Context: an optimization exercise on an open-source flow, tuned for small area. The choices shown serve that exercise and are no tape-out recipe. Only simulation tests tie the RTL to the original design; equivalence was not proved. Power figures rest on the tool's default switching activity, not on a simulated workload.

[design.v]
`timescale 1ns / 1ps
module vga_test(
    input clk,
    input rst,
    input btn_right, btn_left, btn_up, btn_down,
    input btn_fire,
    input buzz_sw,
    output [3:0] vga_r, vga_g, vga_b,
    output hsync, vsync,
    output buzz
);
  function [15:0] addc;             
    input [15:0] a, b; input cin;
    integer i; reg c;
    begin
      c = cin;
      for (i = 0; i < 16; i = i + 1) begin
        addc[i] = a[i] ^ b[i] ^ c;
        c = (a[i] & b[i]) | (a[i] & c) | (b[i] & c);
      end
    end
  endfunction
  function [15:0] sub16; input [15:0] a, b; sub16 = addc(a, ~b, 1'b1); endfunction
  function [15:0] inc16; input [15:0] a; inc16 = addc(a, 16'd0, 1'b1); endfunction
  function [15:0] dec16; input [15:0] a; dec16 = addc(a, 16'hffff, 1'b0); endfunction
  function ge16;                    
    input [15:0] a, b;
    integer i; reg c;
    begin
      c = 1'b1;
      for (i = 0; i < 16; i = i + 1) c = (a[i] & ~b[i]) | (a[i] & c) | (~b[i] & c);
      ge16 = c;
    end
  endfunction
  function [8:0] updn9;             
    input [8:0] a; input up;
    integer i; reg c;
    begin
      c = 1'b1;
      for (i = 0; i < 9; i = i + 1) begin
        updn9[i] = a[i] ^ c;
        c = c & ~(a[i] ^ up);
      end
    end
  endfunction
  function [8:0] inc9; input [8:0] a; reg [15:0] t; begin t = inc16({7'd0, a}); inc9 = t[8:0]; end endfunction
  function [2:0] rom_user;
    input [4:0] r;
    input [4:0] c;
    begin
      case ({r, c})
        10'd133: rom_user = 3'd7;
        10'd134: rom_user = 3'd7;
        10'd135: rom_user = 3'd7;
        10'd167: rom_user = 3'd7;
        10'd168: rom_user = 3'd7;
        10'd169: rom_user = 3'd7;
        10'd202: rom_user = 3'd7;
        10'd203: rom_user = 3'd7;
        10'd228: rom_user = 3'd7;
        10'd229: rom_user = 3'd7;
        10'd230: rom_user = 3'd7;
        10'd231: rom_user = 3'd7;
        10'd234: rom_user = 3'd7;
        10'd235: rom_user = 3'd7;
        10'd260: rom_user = 3'd7;
        10'd261: rom_user = 3'd7;
        10'd262: rom_user = 3'd7;
        10'd263: rom_user = 3'd7;
        10'd266: rom_user = 3'd7;
        10'd267: rom_user = 3'd7;
        10'd298: rom_user = 3'd7;
        10'd299: rom_user = 3'd7;
        10'd304: rom_user = 3'd7;
        10'd327: rom_user = 3'd7;
        10'd328: rom_user = 3'd7;
        10'd329: rom_user = 3'd7;
        10'd334: rom_user = 3'd7;
        10'd335: rom_user = 3'd7;
        10'd336: rom_user = 3'd7;
        10'd337: rom_user = 3'd7;
        10'd357: rom_user = 3'd7;
        10'd358: rom_user = 3'd7;
        10'd359: rom_user = 3'd7;
        10'd365: rom_user = 3'd7;
        10'd366: rom_user = 3'd7;
        10'd367: rom_user = 3'd7;
        10'd368: rom_user = 3'd7;
        10'd369: rom_user = 3'd7;
        10'd370: rom_user = 3'd7;
        10'd396: rom_user = 3'd7;
        10'd397: rom_user = 3'd5;
        10'd398: rom_user = 3'd7;
        10'd399: rom_user = 3'd3;
        10'd400: rom_user = 3'd7;
        10'd401: rom_user = 3'd7;
        10'd402: rom_user = 3'd7;
        10'd403: rom_user = 3'd7;
        10'd429: rom_user = 3'd7;
        10'd430: rom_user = 3'd7;
        10'd431: rom_user = 3'd7;
        10'd432: rom_user = 3'd3;
        10'd433: rom_user = 3'd7;
        10'd434: rom_user = 3'd3;
        10'd435: rom_user = 3'd3;
        10'd461: rom_user = 3'd7;
        10'd462: rom_user = 3'd7;
        10'd463: rom_user = 3'd7;
        10'd464: rom_user = 3'd3;
        10'd465: rom_user = 3'd7;
        10'd466: rom_user = 3'd3;
        10'd467: rom_user = 3'd3;
        10'd493: rom_user = 3'd7;
        10'd494: rom_user = 3'd7;
        10'd495: rom_user = 3'd7;
        10'd496: rom_user = 3'd3;
        10'd497: rom_user = 3'd7;
        10'd498: rom_user = 3'd3;
        10'd499: rom_user = 3'd3;
        10'd525: rom_user = 3'd7;
        10'd526: rom_user = 3'd7;
        10'd527: rom_user = 3'd7;
        10'd528: rom_user = 3'd3;
        10'd529: rom_user = 3'd7;
        10'd530: rom_user = 3'd3;
        10'd531: rom_user = 3'd3;
        10'd557: rom_user = 3'd7;
        10'd558: rom_user = 3'd7;
        10'd559: rom_user = 3'd7;
        10'd560: rom_user = 3'd3;
        10'd561: rom_user = 3'd7;
        10'd562: rom_user = 3'd3;
        10'd563: rom_user = 3'd3;
        10'd589: rom_user = 3'd7;
        10'd590: rom_user = 3'd7;
        10'd591: rom_user = 3'd7;
        10'd592: rom_user = 3'd3;
        10'd593: rom_user = 3'd7;
        10'd594: rom_user = 3'd3;
        10'd595: rom_user = 3'd3;
        10'd621: rom_user = 3'd7;
        10'd622: rom_user = 3'd7;
        10'd623: rom_user = 3'd7;
        10'd624: rom_user = 3'd3;
        10'd625: rom_user = 3'd7;
        10'd626: rom_user = 3'd3;
        10'd627: rom_user = 3'd3;
        10'd653: rom_user = 3'd7;
        10'd654: rom_user = 3'd7;
        10'd655: rom_user = 3'd7;
        10'd656: rom_user = 3'd3;
        10'd657: rom_user = 3'd7;
        10'd658: rom_user = 3'd3;
        10'd659: rom_user = 3'd3;
        10'd685: rom_user = 3'd7;
        10'd686: rom_user = 3'd7;
        10'd687: rom_user = 3'd7;
        10'd688: rom_user = 3'd3;
        10'd689: rom_user = 3'd7;
        10'd690: rom_user = 3'd3;
        10'd691: rom_user = 3'd3;
        10'd717: rom_user = 3'd7;
        10'd718: rom_user = 3'd7;
        10'd719: rom_user = 3'd7;
        10'd720: rom_user = 3'd3;
        10'd721: rom_user = 3'd7;
        10'd722: rom_user = 3'd3;
        10'd723: rom_user = 3'd3;
        10'd749: rom_user = 3'd7;
        10'd750: rom_user = 3'd7;
        10'd751: rom_user = 3'd7;
        10'd752: rom_user = 3'd3;
        10'd753: rom_user = 3'd7;
        10'd754: rom_user = 3'd3;
        10'd755: rom_user = 3'd3;
        10'd781: rom_user = 3'd7;
        10'd782: rom_user = 3'd7;
        10'd783: rom_user = 3'd7;
        10'd784: rom_user = 3'd3;
        10'd785: rom_user = 3'd7;
        10'd786: rom_user = 3'd3;
        10'd787: rom_user = 3'd3;
        10'd813: rom_user = 3'd7;
        10'd814: rom_user = 3'd7;
        10'd815: rom_user = 3'd7;
        10'd816: rom_user = 3'd3;
        10'd817: rom_user = 3'd7;
        10'd818: rom_user = 3'd3;
        10'd819: rom_user = 3'd3;
        10'd845: rom_user = 3'd7;
        10'd846: rom_user = 3'd7;
        10'd847: rom_user = 3'd7;
        10'd848: rom_user = 3'd7;
        10'd849: rom_user = 3'd7;
        10'd850: rom_user = 3'd7;
        10'd851: rom_user = 3'd3;
        default: rom_user = 3'd0;
      endcase
    end
  endfunction
  function [2:0] rom_fly;
    input [4:0] r;
    input [4:0] c;
    begin
      case ({r, c})
        10'd334: rom_fly = 3'd4;
        10'd335: rom_fly = 3'd4;
        10'd336: rom_fly = 3'd4;
        10'd337: rom_fly = 3'd4;
        10'd338: rom_fly = 3'd4;
        10'd365: rom_fly = 3'd4;
        10'd366: rom_fly = 3'd4;
        10'd367: rom_fly = 3'd4;
        10'd369: rom_fly = 3'd4;
        10'd370: rom_fly = 3'd4;
        10'd371: rom_fly = 3'd4;
        10'd398: rom_fly = 3'd4;
        10'd399: rom_fly = 3'd4;
        10'd400: rom_fly = 3'd4;
        10'd401: rom_fly = 3'd4;
        10'd402: rom_fly = 3'd4;
        10'd429: rom_fly = 3'd1;
        10'd430: rom_fly = 3'd1;
        10'd431: rom_fly = 3'd1;
        10'd432: rom_fly = 3'd1;
        10'd433: rom_fly = 3'd1;
        10'd434: rom_fly = 3'd2;
        10'd462: rom_fly = 3'd1;
        10'd463: rom_fly = 3'd1;
        10'd464: rom_fly = 3'd1;
        10'd465: rom_fly = 3'd1;
        10'd492: rom_fly = 3'd7;
        10'd493: rom_fly = 3'd7;
        10'd494: rom_fly = 3'd2;
        10'd495: rom_fly = 3'd2;
        10'd496: rom_fly = 3'd2;
        10'd497: rom_fly = 3'd2;
        10'd498: rom_fly = 3'd2;
        10'd499: rom_fly = 3'd7;
        10'd500: rom_fly = 3'd7;
        10'd523: rom_fly = 3'd7;
        10'd524: rom_fly = 3'd7;
        10'd525: rom_fly = 3'd7;
        10'd526: rom_fly = 3'd7;
        10'd527: rom_fly = 3'd2;
        10'd528: rom_fly = 3'd2;
        10'd529: rom_fly = 3'd2;
        10'd530: rom_fly = 3'd7;
        10'd531: rom_fly = 3'd7;
        10'd532: rom_fly = 3'd7;
        10'd533: rom_fly = 3'd7;
        10'd553: rom_fly = 3'd7;
        10'd554: rom_fly = 3'd7;
        10'd555: rom_fly = 3'd7;
        10'd556: rom_fly = 3'd7;
        10'd557: rom_fly = 3'd7;
        10'd558: rom_fly = 3'd7;
        10'd559: rom_fly = 3'd2;
        10'd560: rom_fly = 3'd2;
        10'd561: rom_fly = 3'd2;
        10'd562: rom_fly = 3'd7;
        10'd563: rom_fly = 3'd7;
        10'd564: rom_fly = 3'd7;
        10'd565: rom_fly = 3'd7;
        10'd566: rom_fly = 3'd1;
        10'd586: rom_fly = 3'd7;
        10'd587: rom_fly = 3'd7;
        10'd588: rom_fly = 3'd7;
        10'd589: rom_fly = 3'd7;
        10'd590: rom_fly = 3'd2;
        10'd591: rom_fly = 3'd2;
        10'd592: rom_fly = 3'd2;
        10'd593: rom_fly = 3'd2;
        10'd594: rom_fly = 3'd2;
        10'd595: rom_fly = 3'd7;
        10'd596: rom_fly = 3'd7;
        10'd597: rom_fly = 3'd7;
        10'd598: rom_fly = 3'd7;
        10'd599: rom_fly = 3'd7;
        10'd616: rom_fly = 3'd7;
        10'd617: rom_fly = 3'd7;
        10'd618: rom_fly = 3'd7;
        10'd619: rom_fly = 3'd7;
        10'd620: rom_fly = 3'd7;
        10'd621: rom_fly = 3'd7;
        10'd622: rom_fly = 3'd2;
        10'd623: rom_fly = 3'd2;
        10'd624: rom_fly = 3'd2;
        10'd625: rom_fly = 3'd2;
        10'd626: rom_fly = 3'd2;
        10'd627: rom_fly = 3'd7;
        10'd628: rom_fly = 3'd7;
        10'd629: rom_fly = 3'd7;
        10'd630: rom_fly = 3'd7;
        10'd631: rom_fly = 3'd7;
        10'd632: rom_fly = 3'd7;
        10'd647: rom_fly = 3'd7;
        10'd648: rom_fly = 3'd7;
        10'd649: rom_fly = 3'd7;
        10'd650: rom_fly = 3'd7;
        10'd651: rom_fly = 3'd7;
        10'd652: rom_fly = 3'd7;
        10'd653: rom_fly = 3'd2;
        10'd654: rom_fly = 3'd2;
        10'd655: rom_fly = 3'd2;
        10'd656: rom_fly = 3'd2;
        10'd657: rom_fly = 3'd2;
        10'd658: rom_fly = 3'd2;
        10'd659: rom_fly = 3'd2;
        10'd660: rom_fly = 3'd7;
        10'd661: rom_fly = 3'd7;
        10'd662: rom_fly = 3'd7;
        10'd663: rom_fly = 3'd7;
        10'd664: rom_fly = 3'd7;
        10'd665: rom_fly = 3'd7;
        10'd679: rom_fly = 3'd7;
        10'd680: rom_fly = 3'd7;
        10'd681: rom_fly = 3'd7;
        10'd682: rom_fly = 3'd7;
        10'd683: rom_fly = 3'd7;
        10'd684: rom_fly = 3'd7;
        10'd685: rom_fly = 3'd2;
        10'd686: rom_fly = 3'd2;
        10'd687: rom_fly = 3'd2;
        10'd688: rom_fly = 3'd2;
        10'd689: rom_fly = 3'd2;
        10'd690: rom_fly = 3'd2;
        10'd691: rom_fly = 3'd2;
        10'd692: rom_fly = 3'd7;
        10'd693: rom_fly = 3'd7;
        10'd694: rom_fly = 3'd7;
        10'd695: rom_fly = 3'd7;
        10'd696: rom_fly = 3'd7;
        10'd697: rom_fly = 3'd7;
        10'd711: rom_fly = 3'd7;
        10'd712: rom_fly = 3'd7;
        10'd713: rom_fly = 3'd7;
        10'd714: rom_fly = 3'd7;
        10'd715: rom_fly = 3'd7;
        10'd716: rom_fly = 3'd7;
        10'd717: rom_fly = 3'd2;
        10'd718: rom_fly = 3'd2;
        10'd719: rom_fly = 3'd2;
        10'd720: rom_fly = 3'd2;
        10'd721: rom_fly = 3'd2;
        10'd722: rom_fly = 3'd2;
        10'd723: rom_fly = 3'd2;
        10'd724: rom_fly = 3'd7;
        10'd725: rom_fly = 3'd7;
        10'd726: rom_fly = 3'd7;
        10'd727: rom_fly = 3'd7;
        10'd728: rom_fly = 3'd7;
        10'd729: rom_fly = 3'd7;
        10'd743: rom_fly = 3'd7;
        10'd744: rom_fly = 3'd7;
        10'd746: rom_fly = 3'd7;
        10'd747: rom_fly = 3'd7;
        10'd750: rom_fly = 3'd2;
        10'd751: rom_fly = 3'd2;
        10'd752: rom_fly = 3'd2;
        10'd753: rom_fly = 3'd2;
        10'd754: rom_fly = 3'd2;
        10'd757: rom_fly = 3'd7;
        10'd758: rom_fly = 3'd7;
        10'd759: rom_fly = 3'd7;
        10'd760: rom_fly = 3'd7;
        10'd761: rom_fly = 3'd7;
        10'd776: rom_fly = 3'd7;
        10'd778: rom_fly = 3'd7;
        10'd783: rom_fly = 3'd2;
        10'd784: rom_fly = 3'd2;
        10'd785: rom_fly = 3'd2;
        10'd790: rom_fly = 3'd7;
        10'd791: rom_fly = 3'd7;
        10'd792: rom_fly = 3'd7;
        10'd793: rom_fly = 3'd7;
        default: rom_fly = 3'd0;
      endcase
    end
  endfunction
  function [95:0] row_mosq;
    input [4:0] r;
    begin
      case (r)
        5'd5: row_mosq = 96'hff8e00000000000000;
        5'd6: row_mosq = 96'hfc0000000000000000;
        5'd7: row_mosq = 96'h4fff9e0000000000000;
        5'd8: row_mosq = 96'h3fe00000000000000;
        5'd9: row_mosq = 96'h3f1c0e00000000000;
        5'd11: row_mosq = 96'he07924000000000;
        5'd12: row_mosq = 96'h140010db6000000000;
        5'd13: row_mosq = 96'h120101b6da0000000;
        5'd14: row_mosq = 96'h24920001f6020000000;
        5'd15: row_mosq = 96'h4b80001f0e3f000000;
        5'd16: row_mosq = 96'h38000000;
        5'd17: row_mosq = 96'h71c00000000281c0000;
        5'd18: row_mosq = 96'h20000000;
        5'd19: row_mosq = 96'hfc0000000000038000000;
        5'd20: row_mosq = 96'h38000000;
        default: row_mosq = 96'h0;
      endcase
    end
  endfunction
  function [2:0] rom_spider;
    input [5:0] r;
    input [5:0] c;
    reg [4:0] f;
    reg [2:0] lft, rgt; reg ex;
    begin
      f = c[5] ? ~c[4:0] : c[4:0];
      case ({r, f})
        11'd31: lft = 3'd3;
        11'd63: lft = 3'd3;
        11'd95: lft = 3'd3;
        11'd127: lft = 3'd3;
        11'd159: lft = 3'd3;
        11'd191: lft = 3'd3;
        11'd223: lft = 3'd3;
        11'd255: lft = 3'd3;
        11'd287: lft = 3'd3;
        11'd319: lft = 3'd3;
        11'd351: lft = 3'd3;
        11'd383: lft = 3'd3;
        11'd415: lft = 3'd3;
        11'd447: lft = 3'd3;
        11'd471: lft = 3'd4;
        11'd472: lft = 3'd4;
        11'd479: lft = 3'd3;
        11'd502: lft = 3'd4;
        11'd505: lft = 3'd4;
        11'd511: lft = 3'd3;
        11'd534: lft = 3'd4;
        11'd537: lft = 3'd4;
        11'd543: lft = 3'd3;
        11'd566: lft = 3'd4;
        11'd569: lft = 3'd4;
        11'd575: lft = 3'd3;
        11'd598: lft = 3'd4;
        11'd601: lft = 3'd4;
        11'd607: lft = 3'd3;
        11'd627: lft = 3'd4;
        11'd630: lft = 3'd4;
        11'd633: lft = 3'd4;
        11'd639: lft = 3'd3;
        11'd657: lft = 3'd4;
        11'd660: lft = 3'd4;
        11'd661: lft = 3'd4;
        11'd662: lft = 3'd4;
        11'd665: lft = 3'd4;
        11'd671: lft = 3'd3;
        11'd692: lft = 3'd4;
        11'd693: lft = 3'd4;
        11'd703: lft = 3'd3;
        11'd721: lft = 3'd4;
        11'd724: lft = 3'd4;
        11'd725: lft = 3'd4;
        11'd726: lft = 3'd4;
        11'd727: lft = 3'd4;
        11'd728: lft = 3'd4;
        11'd731: lft = 3'd4;
        11'd734: lft = 3'd4;
        11'd735: lft = 3'd3;
        11'd755: lft = 3'd4;
        11'd758: lft = 3'd4;
        11'd759: lft = 3'd4;
        11'd760: lft = 3'd4;
        11'd763: lft = 3'd4;
        11'd764: lft = 3'd4;
        11'd765: lft = 3'd4;
        11'd767: lft = 3'd4;
        11'd787: lft = 3'd4;
        11'd790: lft = 3'd4;
        11'd791: lft = 3'd4;
        11'd792: lft = 3'd4;
        11'd795: lft = 3'd4;
        11'd797: lft = 3'd4;
        11'd799: lft = 3'd4;
        11'd819: lft = 3'd4;
        11'd822: lft = 3'd4;
        11'd823: lft = 3'd4;
        11'd824: lft = 3'd4;
        11'd827: lft = 3'd4;
        11'd828: lft = 3'd7;
        11'd829: lft = 3'd4;
        11'd831: lft = 3'd4;
        11'd851: lft = 3'd4;
        11'd854: lft = 3'd4;
        11'd855: lft = 3'd4;
        11'd856: lft = 3'd4;
        11'd859: lft = 3'd4;
        11'd860: lft = 3'd4;
        11'd861: lft = 3'd4;
        11'd863: lft = 3'd4;
        11'd883: lft = 3'd4;
        11'd886: lft = 3'd4;
        11'd887: lft = 3'd4;
        11'd888: lft = 3'd4;
        11'd889: lft = 3'd4;
        11'd892: lft = 3'd4;
        11'd893: lft = 3'd4;
        11'd916: lft = 3'd4;
        11'd917: lft = 3'd4;
        11'd919: lft = 3'd4;
        11'd920: lft = 3'd4;
        11'd921: lft = 3'd4;
        11'd923: lft = 3'd4;
        11'd948: lft = 3'd4;
        11'd949: lft = 3'd4;
        11'd951: lft = 3'd4;
        11'd952: lft = 3'd4;
        11'd955: lft = 3'd4;
        11'd982: lft = 3'd4;
        11'd1015: lft = 3'd4;
        11'd1016: lft = 3'd4;
        11'd1017: lft = 3'd4;
        11'd1019: lft = 3'd4;
        11'd1047: lft = 3'd4;
        11'd1048: lft = 3'd4;
        11'd1049: lft = 3'd4;
        11'd1051: lft = 3'd4;
        11'd1078: lft = 3'd4;
        11'd1084: lft = 3'd4;
        11'd1085: lft = 3'd4;
        11'd1140: lft = 3'd4;
        11'd1141: lft = 3'd4;
        11'd1143: lft = 3'd4;
        11'd1144: lft = 3'd4;
        11'd1145: lft = 3'd4;
        11'd1147: lft = 3'd4;
        11'd1174: lft = 3'd4;
        11'd1175: lft = 3'd4;
        11'd1176: lft = 3'd4;
        11'd1177: lft = 3'd7;
        11'd1203: lft = 3'd4;
        11'd1207: lft = 3'd4;
        11'd1208: lft = 3'd4;
        11'd1209: lft = 3'd4;
        11'd1235: lft = 3'd4;
        11'd1238: lft = 3'd4;
        11'd1239: lft = 3'd4;
        11'd1240: lft = 3'd4;
        11'd1243: lft = 3'd4;
        11'd1265: lft = 3'd4;
        11'd1268: lft = 3'd4;
        11'd1269: lft = 3'd4;
        11'd1270: lft = 3'd4;
        11'd1273: lft = 3'd4;
        11'd1278: lft = 3'd4;
        11'd1279: lft = 3'd4;
        11'd1300: lft = 3'd4;
        11'd1301: lft = 3'd4;
        11'd1302: lft = 3'd4;
        11'd1310: lft = 3'd4;
        11'd1311: lft = 3'd4;
        11'd1329: lft = 3'd4;
        11'd1332: lft = 3'd4;
        11'd1333: lft = 3'd4;
        11'd1334: lft = 3'd4;
        11'd1337: lft = 3'd4;
        11'd1343: lft = 3'd4;
        11'd1393: lft = 3'd4;
        11'd1396: lft = 3'd4;
        11'd1397: lft = 3'd4;
        11'd1398: lft = 3'd4;
        11'd1401: lft = 3'd4;
        11'd1407: lft = 3'd4;
        11'd1427: lft = 3'd4;
        11'd1428: lft = 3'd4;
        11'd1429: lft = 3'd4;
        11'd1430: lft = 3'd4;
        11'd1433: lft = 3'd4;
        11'd1438: lft = 3'd4;
        11'd1439: lft = 3'd4;
        11'd1459: lft = 3'd4;
        11'd1460: lft = 3'd4;
        11'd1461: lft = 3'd4;
        11'd1462: lft = 3'd4;
        11'd1465: lft = 3'd4;
        11'd1470: lft = 3'd4;
        11'd1471: lft = 3'd4;
        11'd1492: lft = 3'd4;
        11'd1493: lft = 3'd4;
        11'd1495: lft = 3'd4;
        11'd1496: lft = 3'd4;
        11'd1499: lft = 3'd4;
        11'd1524: lft = 3'd4;
        11'd1525: lft = 3'd4;
        11'd1527: lft = 3'd4;
        11'd1528: lft = 3'd4;
        11'd1532: lft = 3'd4;
        11'd1533: lft = 3'd4;
        11'd1556: lft = 3'd4;
        11'd1557: lft = 3'd4;
        11'd1559: lft = 3'd4;
        11'd1560: lft = 3'd4;
        11'd1564: lft = 3'd4;
        11'd1565: lft = 3'd4;
        11'd1588: lft = 3'd4;
        11'd1589: lft = 3'd4;
        11'd1591: lft = 3'd4;
        11'd1592: lft = 3'd4;
        11'd1598: lft = 3'd4;
        11'd1620: lft = 3'd4;
        11'd1621: lft = 3'd4;
        11'd1623: lft = 3'd4;
        11'd1624: lft = 3'd4;
        11'd1631: lft = 3'd4;
        11'd1653: lft = 3'd4;
        11'd1655: lft = 3'd4;
        11'd1656: lft = 3'd4;
        11'd1663: lft = 3'd4;
        11'd1686: lft = 3'd4;
        11'd1718: lft = 3'd4;
        default: lft = 3'd0;
      endcase
      ex = 1'b0; rgt = 3'd0;
      case ({r, f})
        11'd31: begin ex = 1'b1; rgt = 3'd4; end
        11'd63: begin ex = 1'b1; rgt = 3'd4; end
        11'd95: begin ex = 1'b1; rgt = 3'd4; end
        11'd127: begin ex = 1'b1; rgt = 3'd4; end
        11'd159: begin ex = 1'b1; rgt = 3'd4; end
        11'd191: begin ex = 1'b1; rgt = 3'd4; end
        11'd223: begin ex = 1'b1; rgt = 3'd4; end
        11'd255: begin ex = 1'b1; rgt = 3'd4; end
        11'd287: begin ex = 1'b1; rgt = 3'd4; end
        11'd319: begin ex = 1'b1; rgt = 3'd4; end
        11'd351: begin ex = 1'b1; rgt = 3'd4; end
        11'd383: begin ex = 1'b1; rgt = 3'd4; end
        11'd415: begin ex = 1'b1; rgt = 3'd4; end
        11'd447: begin ex = 1'b1; rgt = 3'd4; end
        11'd479: begin ex = 1'b1; rgt = 3'd4; end
        11'd511: begin ex = 1'b1; rgt = 3'd4; end
        11'd543: begin ex = 1'b1; rgt = 3'd4; end
        11'd575: begin ex = 1'b1; rgt = 3'd4; end
        11'd607: begin ex = 1'b1; rgt = 3'd4; end
        11'd626: begin ex = 1'b1; rgt = 3'd4; end
        11'd639: begin ex = 1'b1; rgt = 3'd4; end
        11'd671: begin ex = 1'b1; rgt = 3'd4; end
        11'd703: begin ex = 1'b1; rgt = 3'd4; end
        11'd730: begin ex = 1'b1; rgt = 3'd4; end
        11'd735: begin ex = 1'b1; rgt = 3'd4; end
        11'd754: begin ex = 1'b1; rgt = 3'd4; end
        11'd762: begin ex = 1'b1; rgt = 3'd4; end
        11'd786: begin ex = 1'b1; rgt = 3'd4; end
        11'd794: begin ex = 1'b1; rgt = 3'd4; end
        11'd818: begin ex = 1'b1; rgt = 3'd4; end
        11'd826: begin ex = 1'b1; rgt = 3'd4; end
        11'd828: begin ex = 1'b1; rgt = 3'd4; end
        11'd850: begin ex = 1'b1; rgt = 3'd4; end
        11'd858: begin ex = 1'b1; rgt = 3'd4; end
        11'd882: begin ex = 1'b1; rgt = 3'd4; end
        11'd922: begin ex = 1'b1; rgt = 3'd4; end
        11'd954: begin ex = 1'b1; rgt = 3'd4; end
        11'd1018: begin ex = 1'b1; rgt = 3'd4; end
        11'd1050: begin ex = 1'b1; rgt = 3'd4; end
        11'd1051: begin ex = 1'b1; rgt = 3'd0; end
        11'd1146: begin ex = 1'b1; rgt = 3'd4; end
        11'd1170: begin ex = 1'b1; rgt = 3'd4; end
        11'd1171: begin ex = 1'b1; rgt = 3'd7; end
        11'd1202: begin ex = 1'b1; rgt = 3'd4; end
        11'd1206: begin ex = 1'b1; rgt = 3'd4; end
        11'd1234: begin ex = 1'b1; rgt = 3'd4; end
        11'd1242: begin ex = 1'b1; rgt = 3'd4; end
        11'd1426: begin ex = 1'b1; rgt = 3'd4; end
        11'd1458: begin ex = 1'b1; rgt = 3'd4; end
        11'd1498: begin ex = 1'b1; rgt = 3'd4; end
        default: begin ex = 1'b0; rgt = 3'd0; end
      endcase
      rom_spider = (c[5] & ex) ? rgt : lft;
    end
  endfunction
  localparam [1:0] S_INIT = 2'd0, S_NORMAL = 2'd1, S_BOSS = 2'd2, S_CLEAR = 2'd3;
  reg [9:0] h, v;
  reg hs, vs;
  wire [9:0] x = h, y = v;
  wire [15:0] h_inc = inc16({6'd0, h});
  wire [15:0] v_inc = inc16({6'd0, v});
  always @(posedge clk) begin
    if (rst) begin
      h <= 10'd0; v <= 10'd0;
    end else if ((h & 10'd799) == 10'd799) begin
      h <= 10'd0;
      v <= ((v & 10'd524) == 10'd524) ? 10'd0 : v_inc[9:0];
    end else
      h <= h_inc[9:0];
  end
  wire hline0 = (h == 10'd0);
  always @* begin
    hs = ~(ge16({6'd0, h}, 16'd657) & ~ge16({6'd0, h}, 16'd753));
    vs = ~(hline0 ? (v == 10'd491 || v == 10'd492) : (v[9:1] == 9'd245));
  end
  assign hsync = hs;
  assign vsync = vs;
  wire video_on = ~ge16({6'd0, h}, 16'd640) & ~ge16({6'd0, v}, 16'd480);
  reg [5:0] t33;
  wire tk33 = t33[5];
  wire [15:0] t33_inc = inc16({10'd0, t33});
  always @(posedge clk)
    if (rst || tk33) t33 <= 6'd0; else t33 <= t33_inc[5:0];
  reg [9:0] px;
  reg [8:0] py;
  wire [15:0] px_inc = inc16({6'd0, px}), px_dec = dec16({6'd0, px});
  wire [15:0] py_inc = inc16({7'd0, py}), py_dec = dec16({7'd0, py});
  always @(posedge clk) begin
    if (rst) begin
      px <= 10'd280; py <= 9'd400;
    end else if (tk33) begin
      if (btn_left && px != 10'd0) px <= px_dec[9:0];
      else if (btn_right && !((px & 10'd608) == 10'd608)) px <= px_inc[9:0];
      if (btn_up && py != 9'd0) py <= py_dec[8:0];
      else if (btn_down && !((py & 9'd448) == 9'd448)) py <= py_inc[8:0];
    end
  end
  reg [1:0] st;
  reg started, rall;
  reg [7:0] fy;                    
  reg [9:0] kc;                    
  reg [8:0] mc;                    
  reg sp_alive;
  reg [3:0] hp;
  reg [3:0] fa;
  reg [7:0] ma;
  wire enemy_rst = rst | rall;
  wire ftick = kc[9];
  wire mtick = (mc & 9'd500) == 9'd500;
  wire [15:0] kc_inc = inc16({6'd0, kc});
  wire [15:0] mc_inc = inc16({7'd0, mc});
  always @(posedge clk) begin
    if (rst) begin
      st <= S_INIT; started <= 1'b0; rall <= 1'b0;
    end else case (st)
      S_INIT: begin st <= S_NORMAL; started <= 1'b0; rall <= 1'b0; end
      S_NORMAL: if (fa == 4'd0 && ma == 8'd0) st <= S_BOSS;
      S_BOSS: if (!started) started <= 1'b1; else if (!sp_alive) st <= S_CLEAR;
      S_CLEAR: if ((fy[5:0] & 6'd48) == 6'd48   && (kc & 10'd848) == 10'd848) begin st <= S_INIT; rall <= 1'b1; end
    endcase
  end
  always @(posedge clk) begin
    if (rst || st == S_BOSS || (st == S_INIT && rall) || (st != S_CLEAR && ftick)) kc <= 10'd0;
    else kc <= kc_inc[9:0];
    if (enemy_rst || st == S_CLEAR || (st == S_BOSS && !sp_alive) || mtick) mc <= 9'd0;
    else mc <= mc_inc[8:0];
  end
  reg [7:0] act;
  reg [9:0] bs [0:7];              
  reg [8:0] by [0:7];
  reg [7:0] hit;                   
  reg prev_fire;
  wire fire = btn_fire & ~prev_fire;
  wire [15:0] px20 = addc({6'd0, px}, 16'd20, 1'b0);
  wire [7:0] fire_j;
  genvar j, i;
  generate for (j = 0; j < 8; j = j + 1) begin : bl
    if (j == 0) assign fire_j[j] = fire & ~act[0];
    else assign fire_j[j] = fire & ~act[j] & (&act[j-1:0]);
    wire [15:0] by_dec = dec16({7'd0, by[j]});
    wire by_zero = (by[j] == 9'd0);
    always @(posedge clk) begin
      if (rst) act[j] <= 1'b0;
      else if (hit[j]) act[j] <= 1'b0;
      else if (fire_j[j]) act[j] <= 1'b1;
      else if (tk33 && act[j] && by_zero) act[j] <= 1'b0;
      if (!act[j]) begin
        bs[j] <= px20[9:0];
        by[j] <= py;
      end else if (tk33 && !by_zero)
        by[j] <= by_dec[8:0];
    end
  end endgenerate
  always @(posedge clk)
    if (rst) prev_fire <= 1'b0; else prev_fire <= btn_fire;
  wire [15:0] fy_inc = inc16({8'd0, fy});
  wire [3:0] fcol [0:7];
  wire [15:0] fy16 = addc({8'd0, fy}, 16'd16, 1'b0);
  wire [7:0] fyin;
  wire [7:0] fly_bhit;
  wire [3:0] fly_kill_m [0:7];
  generate for (j = 0; j < 8; j = j + 1) begin : fb
    assign fyin[j] = ge16({8'd0, by[j][8:1]}, {8'd0, fy}) & ~ge16({8'd0, by[j][8:1]}, fy16);
    for (i = 0; i < 4; i = i + 1) begin : fc
      assign fcol[j][i] = ge16({6'd0, bs[j]}, 208 + 50*i) & ~ge16({6'd0, bs[j]}, 240 + 50*i);
    end
    assign fly_kill_m[j] = (act[j] & fyin[j]) ? fcol[j] : 4'd0;
    assign fly_bhit[j] = act[j] & fyin[j] & ((fcol[j] & fa) != 4'd0);
  end endgenerate
  wire [3:0] fly_kill = fly_kill_m[0] | fly_kill_m[1] | fly_kill_m[2] | fly_kill_m[3] |
                        fly_kill_m[4] | fly_kill_m[5] | fly_kill_m[6] | fly_kill_m[7];
  always @(posedge clk) begin
    if (enemy_rst) begin
      fy <= 8'd0; fa <= 4'b1111;
    end else if (st == S_BOSS) begin
      fy <= 8'd0;                  
    end else if (st == S_CLEAR) begin
      if (kc == 10'd1023) fy <= fy_inc[7:0];    
    end else if (ftick) begin
      fy <= ((fy & 8'd224) == 8'd224) ? 8'd0 : fy_inc[7:0];
      fa <= fa & ~fly_kill;
    end
  end
  reg [8:0] mq [0:7];              
  reg [7:0] mdir;
  wire [7:0] xm [0:7];             
  wire [7:0] mqy, spy;
  generate for (j = 0; j < 8; j = j + 1) begin : my
    assign mqy[j] = ge16({7'd0, by[j]}, 16'd92) & ~ge16({7'd0, by[j]}, 16'd132);
    assign spy[j] = ~ge16({7'd0, by[j]}, 16'd32);
  end endgenerate
  wire [15:0] m0p20 = addc({7'd0, mq[0]}, 16'd20, 1'b0);
  generate for (j = 0; j < 8; j = j + 1) begin : x0
    assign xm[0][j] = ge16({7'd0, bs[j][9:1]}, {7'd0, mq[0]}) & ~ge16({7'd0, bs[j][9:1]}, {6'd0, m0p20[9:0]});
  end endgenerate
  reg [2:0] rc;                    
  reg [7:1] mask [0:7];
  wire [9:0] eng_s = fire ? px20[9:0] : bs[rc];
  wire [7:1] eng_x;
  wire [15:0] eng_a19 = sub16({7'd0, eng_s[9:1]}, 16'd19);
  wire eng_lo = ~ge16({7'd0, eng_s[9:1]}, 16'd19);
  generate for (i = 1; i < 8; i = i + 1) begin : en
    assign eng_x[i] = ge16({7'd0, eng_s[9:1]}, {7'd0, mq[i]}) & (eng_lo | ge16({7'd0, mq[i]}, {7'd0, eng_a19[8:0]}));
  end endgenerate
  wire [15:0] rc_inc = inc16({13'd0, rc});
  always @(posedge clk)
    if (rst) rc <= 3'd0; else if (!fire) rc <= rc_inc[2:0];
  generate for (j = 0; j < 8; j = j + 1) begin : mk
    always @(posedge clk)
      if (fire ? fire_j[j] : (rc == j)) mask[j] <= eng_x;
    for (i = 1; i < 8; i = i + 1) begin : mb
      assign xm[i][j] = mask[j][i];
    end
  end endgenerate
  wire [7:0] mq_kill;
  wire [7:0] mq_bhit_m [0:7];
  generate for (i = 0; i < 8; i = i + 1) begin : mo
    wire [7:0] hv = xm[i] & act & mqy;
    assign mq_kill[i] = ma[i] & (hv != 8'd0);
    assign mq_bhit_m[i] = ma[i] ? hv : 8'd0;
    always @(posedge clk) begin
      if (enemy_rst) begin
        mq[i] <= 30 + 60*i; mdir[i] <= 1'b1; ma[i] <= 1'b1;
      end else if (i == 0 && st == S_BOSS && !sp_alive) begin
        mq[i] <= 9'd160; mdir[i] <= 1'b1;
      end else if (mtick) begin
        mq[i] <= updn9(mq[i], mdir[i]);
        if (!ge16({7'd0, mq[i]}, 16'd6)) mdir[i] <= 1'b1;
        else if (ge16({7'd0, mq[i]}, 16'd299)) mdir[i] <= 1'b0;
        if (mq_kill[i]) ma[i] <= 1'b0;
      end
    end
  end endgenerate
  wire [7:0] mq_bhit = mq_bhit_m[0] | mq_bhit_m[1] | mq_bhit_m[2] | mq_bhit_m[3] |
                       mq_bhit_m[4] | mq_bhit_m[5] | mq_bhit_m[6] | mq_bhit_m[7];
  wire sp_on = (st == S_BOSS) & sp_alive;
  wire [7:0] sp_bhit = sp_on ? (xm[0] & act & spy) : 8'd0;
  always @(posedge clk) begin
    if (rst || st != S_BOSS) begin
      sp_alive <= 1'b0; hp <= 4'd0;
    end else if (!sp_alive) begin
      sp_alive <= 1'b1; hp <= 4'd10;
    end else if (sp_bhit != 8'd0) begin
      if (hp[3:1] != 3'd0) hp <= dec16({12'd0, hp});
      else begin hp <= 4'd0; sp_alive <= 1'b0; end
    end
  end
  always @(posedge clk)
    hit <= (enemy_rst ? 8'd0 : ((ftick ? fly_bhit : 8'd0) | (mtick ? mq_bhit : 8'd0))) |
           (rst ? 8'd0 : sp_bhit);
  reg [11:0] fc;                   
  wire [15:0] fc_inc = inc16({4'd0, fc});
  always @(posedge clk) if (rst) fc <= 12'hfff; else fc <= fc_inc[11:0];
  reg [8:0] ring [0:31];
  wire star_on;
  wire [8:0] head_in = ring[12];
  wire [8:0] head_init = ({9{h[4:0] == 5'd0}} & 9'd25) |
    ({9{h[4:0] == 5'd1}} & 9'd23) |
    ({9{h[4:0] == 5'd2}} & 9'd45) |
    ({9{h[4:0] == 5'd3}} & 9'd75) |
    ({9{h[4:0] == 5'd4}} & 9'd37) |
    ({9{h[4:0] == 5'd5}} & 9'd7) |
    ({9{h[4:0] == 5'd6}} & 9'd61) |
    ({9{h[4:0] == 5'd7}} & 9'd21) |
    ({9{h[4:0] == 5'd8}} & 9'd6) |
    ({9{h[4:0] == 5'd9}} & 9'd13) |
    ({9{h[4:0] == 5'd10}} & 9'd56) |
    ({9{h[4:0] == 5'd11}} & 9'd33) |
    ({9{h[4:0] == 5'd12}} & 9'd1) |
    ({9{h[4:0] == 5'd13}} & 9'd18) |
    ({9{h[4:0] == 5'd14}} & 9'd11) |
    ({9{h[4:0] == 5'd15}} & 9'd40) |
    ({9{h[4:0] == 5'd16}} & 9'd8) |
    ({9{h[4:0] == 5'd17}} & 9'd16) |
    ({9{h[4:0] == 5'd18}} & 9'd32) |
    ({9{h[4:0] == 5'd19}} & 9'd9) |
    ({9{h[4:0] == 5'd20}} & 9'd5) |
    ({9{h[4:0] == 5'd21}} & 9'd4) |
    ({9{h[4:0] == 5'd22}} & 9'd48) |
    ({9{h[4:0] == 5'd23}} & 9'd12) |
    ({9{h[4:0] == 5'd24}} & 9'd3) |
    ({9{h[4:0] == 5'd25}} & 9'd28) |
    ({9{h[4:0] == 5'd26}} & 9'd29) |
    ({9{h[4:0] == 5'd27}} & 9'd10) |
    ({9{h[4:0] == 5'd28}} & 9'd19) |
    ({9{h[4:0] == 5'd29}} & 9'd20) |
    ({9{h[4:0] == 5'd30}} & 9'd60) |
    ({9{h[4:0] == 5'd31}} & 9'd50);
  wire [1:0] head_tap = ({2{h[4:0] == 5'd1}} & 2'd1) |
    ({2{h[4:0] == 5'd3}} & 2'd1) |
    ({2{h[4:0] == 5'd5}} & 2'd1) |
    ({2{h[4:0] == 5'd7}} & 2'd1) |
    ({2{h[4:0] == 5'd9}} & 2'd1) |
    ({2{h[4:0] == 5'd11}} & 2'd1) |
    ({2{h[4:0] == 5'd12}} & 2'd2) |
    ({2{h[4:0] == 5'd13}} & 2'd1) |
    ({2{h[4:0] == 5'd15}} & 2'd1) |
    ({2{h[4:0] == 5'd16}} & 2'd2) |
    ({2{h[4:0] == 5'd17}} & 2'd1) |
    ({2{h[4:0] == 5'd18}} & 2'd2) |
    ({2{h[4:0] == 5'd19}} & 2'd1) |
    ({2{h[4:0] == 5'd20}} & 2'd2) |
    ({2{h[4:0] == 5'd21}} & 2'd1) |
    ({2{h[4:0] == 5'd23}} & 2'd1) |
    ({2{h[4:0] == 5'd25}} & 2'd1) |
    ({2{h[4:0] == 5'd27}} & 2'd1) |
    ({2{h[4:0] == 5'd29}} & 2'd1) |
    ({2{h[4:0] == 5'd30}} & 2'd2) |
    ({2{h[4:0] == 5'd31}} & 2'd1);
  wire head_en = (head_tap == 2'd0 & (ge16({4'd0, fc}, 16'd4085) | ~ge16({4'd0, fc}, 16'd21))) |
                 (head_tap == 2'd1 & (ge16({4'd0, fc}, 16'd4086) | ~ge16({4'd0, fc}, 16'd22))) |
                 (head_tap == 2'd2 & (ge16({4'd0, fc}, 16'd1) & ~ge16({4'd0, fc}, 16'd33)));
  wire [8:0] head_base = initing ? head_init : head_in;
  wire [8:0] head_out = (initing | head_en) ? (((head_base & 9'd479) == 9'd479) ? head_init : inc9(head_base)) : head_base;
  wire vis0 = (h == 10'd50) | (h == 10'd100) | (h == 10'd150) | (h == 10'd200) | (h == 10'd250) | (h == 10'd300) | (h == 10'd400) | (h == 10'd450) | (h == 10'd500) | (h == 10'd550) | (h == 10'd590);
  wire ton0 = vis0 & (y == {1'b0, ring[0]});
  wire vis1 = (h == 10'd110) | (h == 10'd170) | (h == 10'd200) | (h == 10'd230) | (h == 10'd260) | (h == 10'd290) | (h == 10'd320) | (h == 10'd350) | (h == 10'd380) | (h == 10'd410) | (h == 10'd440) | (h == 10'd470) | (h == 10'd500) | (h == 10'd530) | (h == 10'd560) | (h == 10'd620);
  wire ton1 = vis1 & (y == {1'b0, ring[1]});
  wire vis2 = (h == 10'd20) | (h == 10'd50) | (h == 10'd80) | (h == 10'd140) | (h == 10'd350);
  wire ton2 = vis2 & (y == {1'b0, head_out});
  reg initing;
  always @(posedge clk) if (rst) initing <= 1'b1; else if (h == 10'd799) initing <= 1'b0;
  assign star_on = (ton0 | ton1 | ton2) & ~initing;
  integer k;
  always @(posedge clk) begin
    for (k = 0; k < 32; k = k + 1) ring[k] <= ring[(k + 1) % 32];
    ring[11] <= head_out;
  end
  reg [10:0] csol, cla;
  reg tsol, tla, playing, note;
  reg [16:0] dur;
  wire srst = rst | buzz_sw;
  wire [15:0] csol_inc = inc16({5'd0, csol}), cla_inc = inc16({5'd0, cla}), dur_inc = inc16(dur[15:0]);
  always @(posedge clk) begin
    if (srst) begin
      csol <= 11'd0; tsol <= 1'b0; cla <= 11'd0; tla <= 1'b0;
    end else begin
      if ((csol & 11'd1596) == 11'd1596) begin csol <= 11'd0; tsol <= ~tsol; end else csol <= csol_inc[10:0];
      if ((cla & 11'd1420) == 11'd1420) begin cla <= 11'd0; tla <= ~tla; end else cla <= cla_inc[10:0];
    end
  end
  wire dur_end = (dur & 17'd125000) == 17'd125000;
  always @(posedge clk) begin
    if (srst) begin
      playing <= 1'b0; note <= 1'b0; dur <= 17'd0;
    end else begin
      if (btn_fire && !playing) begin
        playing <= 1'b1; note <= 1'b0; dur <= 17'd0;
      end
      if (playing) begin
        if (dur_end) begin
          dur <= 17'd0;
          if (note) playing <= 1'b0; else note <= 1'b1;
        end else
          dur <= {dur[16] ^ (&dur[15:0]), dur_inc[15:0]};
      end
    end
  end
  assign buzz = playing & (note ? tla : tsol);
  wire [15:0] ux = sub16({6'd0, x}, {6'd0, px});
  wire [15:0] uy = sub16({6'd0, y}, {7'd0, py});
  wire [2:0] ucol = (ux[9:5] == 5'd0 && uy[9:5] == 5'd0) ? rom_user(uy[4:0], ux[4:0]) : 3'd0;
  wire [7:0] bv;
  generate for (j = 0; j < 8; j = j + 1) begin : bd
    wire [15:0] dx = sub16({6'd0, bs[j]}, {6'd0, x});
    wire [15:0] dy = sub16({6'd0, y}, {7'd0, by[j]});
    assign bv[j] = act[j] & (dx[9:3] == 7'd0) & (dx[2:0] >= 3'd3) & (dx[2:0] <= 3'd6) & (dy[9:3] == 7'd0);
  end endgenerate
  wire bval = (bv != 8'd0);
  wire [15:0] sx = sub16({7'd0, x[9:1]}, {7'd0, mq[0]});
  wire [2:0] scol = (sp_alive && y[9:6] == 4'd0 && sx[8:5] == 4'd0) ? rom_spider(y[5:0], {sx[4:0], x[0]}) : 3'd0;
  wire [15:0] qy = sub16({6'd0, y}, 16'd100);
  wire [95:0] qrow = (qy[9:5] == 5'd0) ? row_mosq(qy[4:0]) : 96'd0;
  wire [2:0] qpair [0:15];
  generate for (j = 0; j < 16; j = j + 1) begin : qp
    assign qpair[j] = x[0] ? qrow[6*j+5:6*j+3] : qrow[6*j+2:6*j];
  end endgenerate
  wire [15:0] qnz;
  generate for (j = 0; j < 16; j = j + 1) begin : qn
    assign qnz[j] = (qpair[j] != 3'd0);
  end endgenerate
  wire [7:0] qc;
  wire [3:0] qlx [0:7];
  generate for (i = 0; i < 8; i = i + 1) begin : qd
    wire [15:0] dx = sub16({7'd0, x[9:1]}, {7'd0, mq[i]});
    assign qlx[i] = dx[3:0];
    assign qc[i] = ma[i] & (dx[8:4] == 5'd0) & qnz[dx[3:0]];
  end endgenerate
  wire [3:0] qwin = qc[0] ? qlx[0] : qc[1] ? qlx[1] : qc[2] ? qlx[2] : qc[3] ? qlx[3] :
                    qc[4] ? qlx[4] : qc[5] ? qlx[5] : qc[6] ? qlx[6] : qlx[7];
  wire [2:0] mcol = (qc != 8'd0) ? qpair[qwin] : 3'd0;
  wire [15:0] fdy = sub16({6'd0, y}, {7'd0, fy, 1'b0});
  wire [3:0] fin;
  generate for (i = 0; i < 4; i = i + 1) begin : fd
    assign fin[i] = fa[i] & ge16({6'd0, x}, 200 + 50*i) & ~ge16({6'd0, x}, 232 + 50*i);
  end endgenerate
  wire [4:0] flx = fin[0] ? x[4:0] - 5'd8 : fin[1] ? x[4:0] - 5'd26 : fin[2] ? x[4:0] - 5'd12 : x[4:0] - 5'd30;
  wire [2:0] fcolr = (fin != 4'd0 && fdy[9:5] == 5'd0) ? rom_fly(fdy[4:0], flx) : 3'd0;
  wire [2:0] rgb = (ucol != 0) ? ucol : bval ? 3'd7 : (scol != 0) ? scol : (mcol != 0) ? mcol :
                   (fcolr != 0) ? fcolr : star_on ? 3'd7 : 3'd0;
  assign vga_r = {4{video_on & rgb[2]}};
  assign vga_g = {4{video_on & rgb[1]}};
  assign vga_b = {4{video_on & rgb[0]}};
endmodule
[run.sh]
#!/bin/bash
# synth_recipe.tcl (not shown) runs the flow's synth.tcl, then flattens the netlist and writes it again
# the make line also repeats each setting of config.mk as NAME=value (left out here)
make -C /OpenROAD-flow-scripts/flow DESIGN_CONFIG=/design/flow/config.mk WORK_HOME=/design/flow/orfs CLKGATE_MAP_FILE= SYNTH_SCRIPT=/design/flow/synth_recipe.tcl finish
[config.mk]
export PLATFORM = sky130hd
export DESIGN_NAME = vga_test
export DESIGN_NICKNAME = vga_test
export VERILOG_FILES = /design/flow/design.v
export SDC_FILE = /design/flow/constraint.sdc
export NUM_CORES = 4
export LEC_CHECK = 0
export ABC_AREA = 1
export CAP_MARGIN = 20
export CORE_MARGIN = 2
export CORE_UTILIZATION = 55
export CTS_BUF_LIST = sky130_fd_sc_hd__clkbuf_8
export CTS_CLUSTER_DIAMETER = 120
export CTS_CLUSTER_SIZE = 12
export GPL_TIMING_DRIVEN = 0
export PLACE_DENSITY = 0.65
export SLEW_MARGIN = 20
export SYNTH_MEMORY_MAX_BITS = 32768
[constraint.sdc]
create_clock -name core_clock -period 12.5 [get_ports {clk}]
set_input_delay 2.5000 -clock core_clock [delete_from_list [all_inputs] [get_ports {clk}]]
set_output_delay 2.5000 -clock core_clock [all_outputs]
set_load 0.01 [all_outputs]
==> impl_metrics.toml, run 1 <==
[finish]
layout_common_cells = "nand2_1 (988), inv_1 (739), dfxtp_1 (531)"
final_common_cell = "nand2_1"
final_core_utilization = 0.592
area_growth_pct = 6.31
drive_above_1_share = 0.0436
nets = 6192

[setup_path]
cp_slowest_cell = "o21ai_0"
cp_slowest_stage_delay_ps = 870
worstPathMaxFanout = 22
r2r_cells = 25
timing.rr.end = "mask[7][3]"
crit_path_end_kind = "output pin"
cp.arrival_ps = 8780
worstSetupPathType = "flip-flop to output pin"
required_ps = 10000
reg2reg_setup_slack_ps = 5530
crit_end = "vga_g[3]"
r2r_start = "rc[0]"
crit_top_cell = "nand2_1"
critPathLaunch = "h[1]"
startpoint_type = "flip-flop"

[detailed_routing]
firstDrtPassIters = 8
drc = 0
num_vias = 42900
final_antenna_net_count = 0
viasPerCell = 6.27
wl_per_cell_um = 23.8
route.final.wire_length_um = 163000
drt_iter0_drc = 5184

[clock_network]
cts.path.max_buffers = 3
cts_tree = "done"
numCtsBuffers = 72
cts_resized = 0
clk_pin_slew_worst_paths_ps = 100
h-tree-depth = 3
post_cts_buffers = 0
root_buffer = "clkbuf_8"
hold_buffers = 0
numClockSinks = 745
clkLatencyLatePin_ps = 790

[sta]
finalCritPeriodShare = 0.903
final.min_clock_period_ps = 11280
timing.hold.ws_ps = 288
final_hold_viol_count = 0
drv_slew = 0
worst_slew_pin_slew_ps = 1260
clock_skew_ps = 58.0
slew_headroom = 0.163
setup_viol = 0
rsz0062_at_grt = "no"
setup_tns_ps = 0
fmax_ghz = 0.0886
worst_slack_ps = 1220

[grt]
antenna_found_initial = 3
grt-ovfl-total = 0
grt_pass1_vias = 40100
grt_usage = 0.376
grt_pass1_wl_um = 244000
grt_max_degree = 23

[yosys]
ys.flop_type = "dfxtp_1"
ys_types = 74
synth_nets = 6091
yosysWarnings = 6
synth-seq-cells = 745
synth_area_um2 = 45900
ys_seq_area_frac = 0.371
async_reset_ff_frac = 0
synth_top_area_share = 0.234
netlist_top_cells_area = "dfxtp_1 (23%), edfxtp_1 (14%), fa_1 (8.3%)"
syn_avg_cell_area_um2 = 8.16
yosysTopAreaCell = "dfxtp_1"
synth_edf_count = 208
syn_inst = 5623

[place]
port_buffers = 22
post-dp-hpwl_um = 126000
place.gp.congestion = 1.09
dp_slack_ps = 2010

[floorplanning]
start_util = 0.557
die_h_um = 293
die_area_um2 = 85700
fp.coreArea_um2 = 82400
rows = 105
num_io_pins = 23
die_x_um = 293

[job]
maxCapViolCount = 0

[min_path]
hold_class = "flip-flop to flip-flop"
hold_path_startpoint = "ring[19][0]"

[pwr]
power.leakage_nw = 20.7
ir_drop_mv = 0.105
power_density_nw_per_um2 = 109

[outcome]
status = "finished clean"
## worst min-delay path by stage
| stage | end | slack [ps] | cells past startpoint |
|---|---|---|---|
| global route | ring[18][0] | 310 | 0 |
| finish | ring[18][0] | 290 | 0 |
| floorplan | ring[10][0] | 310 | 0 |
| global placement | ring[30][0] | 310 | 0 |
| CTS | ring[18][0] | 300 | 0 |
| detailed placement | ring[10][7] | 310 | 0 |
## area by class of cell
| class | instances | area, um^2 |
|---|---|---|
| clock buffer | 73 | 1000 |
| inverter | 777 | 2920 |
| multi-input combinational | 3933 | 25200 |
| tap | 1070 | 1340 |
| clock inverter | 36 | 206 |
| buffer | 168 | 753 |
| fill | 7503 | 33600 |
| antenna | 5 | 12.5 |
| sequential | 745 | 17000 |
| timing repair buffer | 27 | 298 |
## logic make-up (layout without fill, tap and decap cells)
| family | Yosys count | in the layout | share of synthesized area |
|---|---|---|---|
| AND/OR/NAND/NOR | 2056 | 2056 | 0.194 |
| AO/OA/AOI/OAI | 1347 | 1347 | 0.185 |
| buffers and inverters | 945 | 1081 | 0.0799 |
| flip-flops | 745 | 745 | 0.371 |
| adder cells (fa/ha/maj) | 460 | 460 | 0.157 |
| XOR/XNOR | 69 | 69 | 0.0132 |
| multiplexers | 1 | 1 | 0.000218 |
| other | 0 | 5 | 0 |
## metrics by stage
| stage | cells | cell area [um^2] | power, W |
|---|---|---|---|
| 4_1_cts | 6829 | 48700 | 0.00532 |
| 6_report | 6834 | 48800 | 0.00532 |
| 3_5_place_dp | 6720 | 47500 | 0.00390 |
| 3_3_place_gp | 6715 | 47400 | 0.00388 |
| 2_1_floorplan | 5623 | 45900 | 0.00353 |
| 5_1_grt | 6832 | 48800 | 0.00555 |
## state kept, by name (all words and copies together), names as in the netlist, 9 cells and up
| signal | cells |
|---|---|
| v | 10 |
| by | 72 |
| mc | 9 |
| cla | 11 |
| dur | 17 |
| bs | 80 |
| kc | 10 |
| px | 10 |
| fc | 12 |
| mq | 72 |
| py | 9 |
| csol | 11 |
| mask | 56 |
| h | 10 |
| ring | 288 |
## worst max-delay path, delay by kind of cell, from the launching register on
kind                     cells  cell delay, ps
adder cells (fa/ha/maj)      8            2580
AND/OR/NAND/NOR             17            2280
buffers and inverters        7            1460
AO/OA/AOI/OAI                2            1010
flip-flops                   1             610
## power by group
| group | total, W | leakage [nW] | switching, W | internal [W] |
|---|---|---|---|---|
| clock network | 0.00144 | 0.718 | 0.000892 | 0.000552 |
| registers | 0.00281 | 6.55 | 0.000101 | 0.00271 |
| logic | 0.00106 | 13.5 | 0.000743 | 0.000320 |
| total | 0.00532 | 20.7 | 0.00174 | 0.00359 |
## synth_stat cells, drive strengths merged, types with 110 or more instances
| cell | n |
|---|---|
| clkbuf | 124 |
| nand4 | 110 |
| o221ai | 184 |
| a21oi | 289 |
| o21ai | 443 |
| ha | 269 |
| nor3 | 113 |
| o22ai | 128 |
| dfxtp | 537 |
| nand3 | 278 |
| nor2 | 481 |
| inv | 743 |
| edfxtp | 208 |
| nand2 | 1005 |
| fa | 191 |
## routing by layer
layer  wire length (um)  share of wire  global-route usage  vias up
li1                   -              -                   -    19700
met4               9320          0.057               0.197        2
met5                 13       0.000080                   0        -
met2              70300           0.43               0.574     2491
met1              66000           0.41               0.502    20200
met3              17300           0.11              0.0804      455
==> run 2, diff against run 1 <==
--- a/design.v
+++ b/design.v
@@ -764,7 +764,7 @@
       if (!act[j]) begin
         bs[j] <= px20[9:0];
         by[j] <= py;
-      end else if (tk33 && !by_zero)
+      end else if (tk33)           
         by[j] <= by_dec[8:0];
     end
   end endgenerate
@@ -981,20 +981,16 @@
   generate for (j = 0; j < 8; j = j + 1) begin : bd
     wire [15:0] dx = sub16({6'd0, bs[j]}, {6'd0, x});
     wire [15:0] dy = sub16({6'd0, y}, {7'd0, by[j]});
-    assign bv[j] = act[j] & (dx[9:3] == 7'd0) & (dx[2:0] >= 3'd3) & (dx[2:0] <= 3'd6) & (dy[9:3] == 7'd0);
+    assign bv[j] = act[j] & (dx[9:3] == 7'd0) & (dx[2] ^ (dx[1] & dx[0])) & (dy[9:3] == 7'd0);
   end endgenerate
   wire bval = (bv != 8'd0);
   wire [15:0] sx = sub16({7'd0, x[9:1]}, {7'd0, mq[0]});
   wire [2:0] scol = (sp_alive && y[9:6] == 4'd0 && sx[8:5] == 4'd0) ? rom_spider(y[5:0], {sx[4:0], x[0]}) : 3'd0;
   wire [15:0] qy = sub16({6'd0, y}, 16'd100);
   wire [95:0] qrow = (qy[9:5] == 5'd0) ? row_mosq(qy[4:0]) : 96'd0;
-  wire [2:0] qpair [0:15];
-  generate for (j = 0; j < 16; j = j + 1) begin : qp
-    assign qpair[j] = x[0] ? qrow[6*j+5:6*j+3] : qrow[6*j+2:6*j];
-  end endgenerate
-  wire [15:0] qnz;
+  wire [15:0] qnz;                 
   generate for (j = 0; j < 16; j = j + 1) begin : qn
-    assign qnz[j] = (qpair[j] != 3'd0);
+    assign qnz[j] = x[0] ? (qrow[6*j+5:6*j+3] != 3'd0) : (qrow[6*j+2:6*j] != 3'd0);
   end endgenerate
   wire [7:0] qc;
   wire [3:0] qlx [0:7];
@@ -1005,13 +1001,16 @@
   end endgenerate
   wire [3:0] qwin = qc[0] ? qlx[0] : qc[1] ? qlx[1] : qc[2] ? qlx[2] : qc[3] ? qlx[3] :
                     qc[4] ? qlx[4] : qc[5] ? qlx[5] : qc[6] ? qlx[6] : qlx[7];
-  wire [2:0] mcol = (qc != 8'd0) ? qpair[qwin] : 3'd0;
+  wire [4:0] qcx = {qwin, x[0]};
+  wire [2:0] mcol = (qc != 8'd0) ? qrow[qcx*3 +: 3] : 3'd0;
   wire [15:0] fdy = sub16({6'd0, y}, {7'd0, fy, 1'b0});
   wire [3:0] fin;
   generate for (i = 0; i < 4; i = i + 1) begin : fd
     assign fin[i] = fa[i] & ge16({6'd0, x}, 200 + 50*i) & ~ge16({6'd0, x}, 232 + 50*i);
   end endgenerate
-  wire [4:0] flx = fin[0] ? x[4:0] - 5'd8 : fin[1] ? x[4:0] - 5'd26 : fin[2] ? x[4:0] - 5'd12 : x[4:0] - 5'd30;
+  wire [4:0] foff = fin[0] ? 5'd24 : fin[1] ? 5'd6 : fin[2] ? 5'd20 : 5'd2;    
+  wire [15:0] flx16 = addc({11'd0, x[4:0]}, {11'd0, foff}, 1'b0);
+  wire [4:0] flx = flx16[4:0];
   wire [2:0] fcolr = (fin != 4'd0 && fdy[9:5] == 5'd0) ? rom_fly(fdy[4:0], flx) : 3'd0;
   wire [2:0] rgb = (ucol != 0) ? ucol : bval ? 3'd7 : (scol != 0) ? scol : (mcol != 0) ? mcol :
                    (fcolr != 0) ? fcolr : star_on ? 3'd7 : 3'd0;
==> impl_metrics.toml, run 2 <==
[finish]
multi_input_area_um2 = 25000
largest_reg_flops = 288
layout_common_cells = "nand2_1 (934), inv_1 (740), dfxtp_1 (533)"
final_common_cell = "nand2_1"
regArea_um2 = 17000
final_core_utilization = 0.591
finalInstanceArea_um2 = 48500
top_regs = "ring x288, bs x80"
nFillCells = 7586
largest-register = "ring"
drive_above_1_share = 0.0421
nets = 6128
area_growth_pct = 6.42

[floorplanning]
start_util = 0.555
die_area_um2 = 85200
rows = 105
num_io_pins = 23
die_x_um = 292
die_h_um = 292
fp.coreArea_um2 = 82100

[setup_path]
cp_slowest_stage_delay_ps = 1010
worstSetupPathType = "flip-flop to output pin"
crit_family = "adder cells"
crit_path_end_kind = "output pin"
startpoint_type = "flip-flop"
cp.arrival_ps = 9290
cp_slowest_cell = "a2111oi_0"
r2r_start = "rc[0]"
crit_chain = "clkbuf_2 > inv_1 > clkbuf_2 > o221ai_1 > o21ai_0 > fa_1 > fa_1 > fa_1 > fa_1 > fa_1 > fa_1 > o211ai_1 > a2111oi_0 > nand3_1 > nand2_1 > nor4_1 > nand2_1 > nor2_1 > a21oi_1 > buf_4 > clkdlybuf4s50_1"
timing.rr.end = "mask[2][5]"
r2r_cells = 27
crit_top_cell = "fa_1"
critPathLaunch = "v[1]"
crit_end = "vga_b[3]"
reg2reg_setup_slack_ps = 5050
worstPathMaxFanout = 13
path_buf_inv = 5
required_ps = 10000
worstSetupPathDepth = 21

[place]
dp_slack_ps = 1870
placed_cell_area_um2 = 47300
post-dp-hpwl_um = 126000
place.gp.congestion = 1.05
port_buffers = 22

[detailed_routing]
firstDrtPassIters = 8
route.final.wire_length_um = 164000
num_vias = 42700
drt_iter0_drc = 5037
final_antenna_net_count = 0
wl_per_cell_um = 24.2
viasPerCell = 6.31
drc = 0

[clock_network]
root_buffer = "clkbuf_8"
clk_pin_slew_worst_paths_ps = 100
numClockSinks = 745
clkLatencyLatePin_ps = 810
h-tree-depth = 3
post_cts_buffers = 0
numCtsBuffers = 72
cts.path.max_buffers = 3
cts_tree = "done"
cts_resized = 0
hold_buffers = 0

[grt]
antenna_found_initial = 1
grt_pass1_vias = 40000
grt_pass1_wl_um = 245000
grt-ovfl-total = 0
grt_usage = 0.380
grt_max_degree = 20

[sta]
finalCritPeriodShare = 0.943
final_hold_viol_count = 0
clock_skew_ps = 80.1
worst_slack_ps = 715
timing.hold.ws_ps = 258
drv_slew = 0
final.min_clock_period_ps = 11790
setup_viol = 0
slew_headroom = 0.136
setup_tns_ps = 0
worst_slew_pin_slew_ps = 1260
fmax_ghz = 0.0849
rsz0062_at_grt = "no"

[pwr]
power_density_nw_per_um2 = 111
power.leakage_nw = 20.3
ir_drop_mv = 0.128

[yosys]
ys_types = 74
synth_area_um2 = 45600
synth_edf_count = 208
synth-seq-cells = 745
synth_nets = 6027
syn_inst = 5570
async_reset_ff_frac = 0
yosysMostFrequentCell = "nand2_1"
yosysTopAreaCell = "dfxtp_1"
netlist_top_cells_area = "dfxtp_1 (24%), edfxtp_1 (14%), fa_1 (8.5%)"
ys.flop_type = "dfxtp_1"
ys_seq_area_frac = 0.373
synthTopCellsByCount = "nand2_1 (934), inv_1 (719), dfxtp_1 (537), nor2_1 (493), o21ai_0 (414)"
syn_avg_cell_area_um2 = 8.19
yosysWarnings = 6
synth_top_area_share = 0.236

[job]
maxCapViolCount = 0

[outcome]
status = "finished clean"

[min_path]
hold_class = "flip-flop to flip-flop"
==> run 2: how the worst min path moves through the flow <==
stage                     start  cells after the start          end
floorplan           ring[11][0]                      0  ring[10][0]
global placement    ring[28][3]                      0  ring[27][3]
detailed placement  ring[17][5]                      0  ring[16][5]
CTS                 ring[28][4]                      0  ring[27][4]
global route        ring[28][4]                      0  ring[27][4]
finish              ring[30][3]                      0  ring[29][3]
==> run 2: layout make-up <==
class,count,share of cell area
repair buffers,27,0.00580
inverters,764,0.0591
clock buffers,73,0.0207
clock inverters,37,0.00493
diodes,2,0.000103
multi-input cells,3882,0.515
plain buffers,179,0.0166
flip-flops and latches,745,0.350
well taps,1070,0.0276
==> run 2: through the flow <==
| stage | std cells | total power (W) |
|---|---|---|
| after floorplan | 5570 | 0.00356 |
| after global placement | 6662 | 0.00393 |
| after detailed placement | 6667 | 0.00393 |
| after CTS | 6777 | 0.00538 |
| after global routing | 6778 | 0.00562 |
| final | 6779 | 0.00540 |
==> run 2: per-layer routing <==
layer	global-route usage	routed length (um)
met5	0	0
met4	0.222	10700
met3	0.0991	18800
met2	0.573	70000
met1	0.492	64400
==> run 2: kinds of logic after synthesis <==
group,after synthesis,share of synthesized area
flip-flops,745,0.373
AO/OA/AOI/OAI,1349,0.187
AND/OR/NAND/NOR,2010,0.190
XOR/XNOR,74,0.0144
adder cells (fa/ha/maj),449,0.155
buffers and inverters,943,0.0802
==> run 2: power by group <==
| group | switching (W) | leakage [nW] | internal (W) | total, W |
|---|---|---|---|---|
| Combinational | 0.000754 | 13.0 | 0.000326 | 0.00108 |
| Clock | 0.000890 | 0.733 | 0.000573 | 0.00146 |
| Sequential | 0.000119 | 6.54 | 0.00273 | 0.00285 |

==> re-timing with driven ports <==
In the flow no input, the clock included, has a driving cell. The finished layouts below were timed again as built, in two steps. Step 1 (the two cells are an assumption about what drives the block):
set clk [get_ports {clk}]
set_driving_cell -lib_cell sky130_fd_sc_hd__clkbuf_16 $clk
set_driving_cell -lib_cell sky130_fd_sc_hd__buf_2 [delete_from_list [all_inputs] $clk]
Step 2 times the ports against the registers' clock, not the clock port: input delays grow and output delays shrink by t, the midpoint of the rising clock arrivals with the driver on. Three values: no drivers, after step 1, after step 2; two values: the first two.
run | t, ns | setup WS [ns] | worst register clock-pin slew, ns | cell pins on the clock port's net
run 1 | 0.829 | 1.218 / 1.149 / 1.978 | 0.12 / 0.12 | 1
run 2 | 0.845 | 0.715 / 0.645 / 1.490 | 0.11 / 0.11 | 1
After both steps setup and hold are still met in every run listed.
